What follows belongs to an exercise in optimizing a design on an open flow for small area; a production flow would make more cautious choices.
Only simulation tests tie the RTL to the original design; equivalence was not proved.
No driver is modelled on the clock port, so clocking that relies on it looks cheaper here than on a real chip.

==> flow/design.v <==
module popcount #(
	parameter W_IN = 8,
	parameter W_OUT = $clog2(W_IN + 1)
) (
	input  wire [W_IN-1:0]  din,
	output wire [W_OUT-1:0] dout
);
reg [W_OUT-1:0] accum;
integer i;
always @ (*) begin
	accum = {W_OUT{1'b0}};
	for (i = 0; i < W_IN; i = i + 1)
		accum = accum + din[i];
end
assign dout = accum;
endmodule
module tmds_minimise (
	input  wire [7:0] d,
	output wire [8:0] q_m
);
wire s1 = d[1] ^ d[2] ^ d[3];
wire c1 = d[1] & d[2] | d[1] & d[3] | d[2] & d[3];
wire s2 = d[4] ^ d[5] ^ d[6];
wire c2 = d[4] & d[5] | d[4] & d[6] | d[5] & d[6];
wire c3 = s1 & s2 | s1 & d[7] | s2 & d[7];
wire x = c1 & c2 | c1 & c3 | c2 & c3;
wire [7:0] pre;
assign pre[0] = d[0];
genvar i;
generate for (i = 1; i < 8; i = i + 1) begin: chain
	assign pre[i] = pre[i - 1] ^ d[i];
end endgenerate
assign q_m = {!x, pre ^ {4{x, 1'b0}}};
endmodule
module tmds_balance (
	input  wire [8:0] q_m,
	input  wire [3:0] imb,
	output wire [9:0] q,
	output wire [3:0] imb_next
);
wire [3:0] n_q;
popcount #(.W_IN(8)) pc_q (.din(q_m[7:0]), .dout(n_q));
wire b3 = n_q[3], b2 = n_q[2];
wire x = !q_m[8];
wire imb_zero = imb == 4'd0;
wire n_four = n_q == 4'd4;
wire n_low = !b3 && !b2;
wire inv = imb_zero || n_four ? x : (imb[3] == n_low);
assign q = {inv, q_m[8], q_m[7:0] ^ {8{inv}}};
wire [3:0] k = inv ? 4'd5 : 4'd11;
assign imb_next = imb + (n_q ^ {4{inv}}) + k + {3'b000, q_m[8]};
endmodule
module dvi_timing (
	input  wire clk,
	input  wire rst_n,
	input  wire en,
	output wire den_now,    
	output wire started,    
	output wire den3,       
	output wire vsync3,     
	output wire hsync3      
);
reg [2:0] en_d;
reg [1:0] age;
always @ (posedge clk or negedge rst_n) begin
	if (!rst_n) begin
		en_d <= 3'b000;
		age <= 2'd0;
	end else begin
		en_d <= {en_d[1:0], en};
		if (age != 2'd3)
			age <= age + 1'b1;
	end
end
assign started = age != 2'd0;
wire ready = age == 2'd3;
reg [3:0] h_lo;
reg [5:0] h_hi;
reg [9:0] v_pos;
wire h_lo_end  = &h_lo;
wire h_last    = h_hi[5] && h_hi[4] && h_hi[0];    
wire h_act_end = h_hi[5] && h_hi[4] && !h_hi[0];   
wire v_advance = h_act_end && h_lo_end;
wire v_last    = &v_pos[9:5] && v_pos[3] && v_pos[0];  
always @ (posedge clk) begin
	if (!en_d[2]) begin
		h_lo <= 4'd15;
		h_hi <= 6'd49;
		v_pos <= 10'd1001;
	end else begin
		h_lo <= h_lo + 1'b1;
		if (h_lo_end)
			h_hi <= h_last ? 6'd0 : h_hi + 1'b1;
		if (v_advance)
			v_pos <= v_last ? 10'd477 : v_pos + 1'b1;
	end
end
wire h_sync   = !(h_hi[5] || h_hi[4] || h_hi[3]) && !(h_hi[2] && h_hi[1]);  
wire h_active = (h_hi[5] || h_hi[4] || h_hi[3] && (h_hi[2] || h_hi[1] || h_hi[0])) && !h_last;  
wire v_sync   = !v_pos[9] && !v_pos[5] && !(&v_pos[4:0]);  
wire v_active = v_pos[9] && !(&v_pos[8:5]);                
wire lo_ge13   = h_lo[3] && h_lo[2] && (h_lo[1] || h_lo[0]);
wire h_is8     = h_hi == 6'd8;
wire h_ahead   = (h_active && !h_act_end) || (h_is8 && lo_ge13) || (h_act_end && !lo_ge13);
assign den_now = &en_d && h_ahead && v_active;
assign den3   = ready && h_active && v_active;
assign hsync3 = ready && !h_sync;
assign vsync3 = ready && !v_sync;
endmodule
module dvi_tx_parallel (
	input  wire       clk,
	input  wire       rst_n,
	input  wire       en,
	input  wire [7:0] r,
	input  wire [7:0] g,
	input  wire [7:0] b,
	output wire       rgb_rdy,
	output wire [9:0] tmds2,
	output wire [9:0] tmds1,
	output wire [9:0] tmds0
);
wire started, den3, vsync3, hsync3;
dvi_timing inst_dvi_timing (
	.clk     (clk),
	.rst_n   (rst_n),
	.en      (en),
	.den_now (rgb_rdy),
	.started (started),
	.den3    (den3),
	.vsync3  (vsync3),
	.hsync3  (hsync3)
);
wire [1:0] c3 = {vsync3, hsync3};
reg  [23:0] p1, p2;
reg  [8:0]  m2, m1, m0;
wire [8:0]  m2_nxt, m1_nxt, m0_nxt;
tmds_minimise min2 (.d(p2[23:16]), .q_m(m2_nxt));
tmds_minimise min1 (.d(p2[15:8]),  .q_m(m1_nxt));
tmds_minimise min0 (.d(p2[7:0]),   .q_m(m0_nxt));
always @ (posedge clk) begin
	p1 <= {r, g, b};
	p2 <= p1;
	m2 <= m2_nxt;
	m1 <= m1_nxt;
	m0 <= m0_nxt;
end
reg  [3:0] imb2, imb1, imb0;
wire [3:0] imb2_nxt, imb1_nxt, imb0_nxt;
wire [9:0] e2, e1, e0;
tmds_balance bal2 (.q_m(m2), .imb(imb2), .q(e2), .imb_next(imb2_nxt));
tmds_balance bal1 (.q_m(m1), .imb(imb1), .q(e1), .imb_next(imb1_nxt));
tmds_balance bal0 (.q_m(m0), .imb(imb0), .q(e0), .imb_next(imb0_nxt));
always @ (posedge clk) begin
	imb2 <= den3 ? imb2_nxt : 4'd0;
	imb1 <= den3 ? imb1_nxt : 4'd0;
	imb0 <= den3 ? imb0_nxt : 4'd0;
end
wire [9:0] ctl0 = {c3[1] ~^ c3[0], !c3[0], {3{c3[0], !c3[0]}}, c3[0], c3[0]};
wire [9:0] ctl00 = 10'b1101010100;
assign tmds2 = den3 ? e2 : ctl00 & {10{started}};
assign tmds1 = den3 ? e1 : ctl00 & {10{started}};
assign tmds0 = den3 ? e0 : ctl0  & {10{started}};
endmodule
==> flow/config.mk <==
export PLATFORM = sky130hd
export DESIGN_NAME = dvi_tx_parallel
export DESIGN_NICKNAME = dvi_tx_parallel
export VERILOG_FILES = /design/flow/design.v
export SDC_FILE = /design/flow/constraint.sdc
export NUM_CORES = 4
export LEC_CHECK = 0
export CAP_MARGIN = 20
export CORE_MARGIN = 2
export CORE_UTILIZATION = 80
export SLEW_MARGIN = 20
==> flow/constraint.sdc <==
create_clock -name core_clock -period 6.0 [get_ports {clk}]
set_input_delay 1.2000 -clock core_clock [delete_from_list [all_inputs] [get_ports {clk}]]
set_output_delay 1.2000 -clock core_clock [all_outputs]
set_load 0.01 [all_outputs]
standard.sh (not shown) runs the stock make flow with config.mk's settings and CLKGATE_MAP_FILE= SYNTH_SCRIPT=/design/flow/synth_recipe.tcl, a recipe that flattens the netlist after the stock synthesis.
==> flow/flow/run.sh <==
#!/bin/bash
# Layout flow: the standard flow, with an area-oriented synthesis (the
# logic mapped by each of the ABC scripts flow/abc_*.script, keeping the
# smallest, with no separate full/half-adder mapping), unit-size port buffers
# and a clock tree of small buffers without dummy loads, where each buffer
# whose output slew comes out high is then upsized (flow/post_cts.tcl).
set -euo pipefail
W=$(pwd)

# A private copy of ORFS's scripts whose synth.tcl calls my_abc_best
# (flow/abc_best.tcl) in place of its single abc call.
rm -rf "$W/scripts_area"
cp -r "$FLOW_HOME/scripts" "$W/scripts_area"
grep -q '^  log_cmd abc {\*}\$abc_args$' "$W/scripts_area/synth.tcl"
sed -i 's|^  log_cmd abc {\*}\$abc_args$|  source '"$W"'/flow/abc_best.tcl; my_abc_best $abc_args|' "$W/scripts_area/synth.tcl"
export FLOW_ABC_DIR="$W/flow"

bash standard.sh SCRIPTS_DIR="$W/scripts_area" ABC_AREA=1 ADDER_MAP_FILE= synth > "$W/synth.log" 2>&1

bash standard.sh \
	BUFFER_PORTS_ARGS="-buffer_cell sky130_fd_sc_hd__buf_1" \
	CTS_ARGS="-sink_clustering_enable -repair_clock_nets -buf_list sky130_fd_sc_hd__clkbuf_4 -dont_use_dummy_load" \
	POST_CTS_TCL="$W/flow/post_cts.tcl" \
	finish > "$W/layout.log" 2>&1
Other scripts of this flow, unchanged in this note and not shown: flow/flow/abc_1.script, flow/flow/abc_2.script, flow/flow/abc_3.script, flow/flow/abc_4.script, flow/flow/abc_best.tcl, flow/flow/post_cts.tcl
Next try:
CORE_UTILIZATION = 70   (was 80)
After rerunning: Count of clock-buffer cells in the layout is unchanged; critical path depth rises by 3; core utilization falls by 12 points; wire length falls by 26%; fmax rises by 3.5%.

what the ideal ports hide:
In the flow no input, the clock included, has a driving cell. The finished layouts below were timed again as built, in two steps. Step 1 assumes that a clkbuf_16 drives the clock port and a buf_2 every other input. Step 2 moves the port delays by t, midway between the first and last clock arrival at a register: inputs arrive t later, outputs are due t later. That takes back most of the time a late clock gives input paths. Slacks: no drivers / after step 1 / after step 2; pairs: no drivers / after step 1.
| run | t, ns | setup slack, ns | worst data-port slew with drivers (ns) |
|---|---|---|---|
| the first run | 0.393 | 0.636 / 0.604 / 0.996 | 0.04 |
| the second run | 0.381 | 0.815 / 0.785 / 1.166 | 0.04 |
After both steps setup and hold are still met in every run listed.
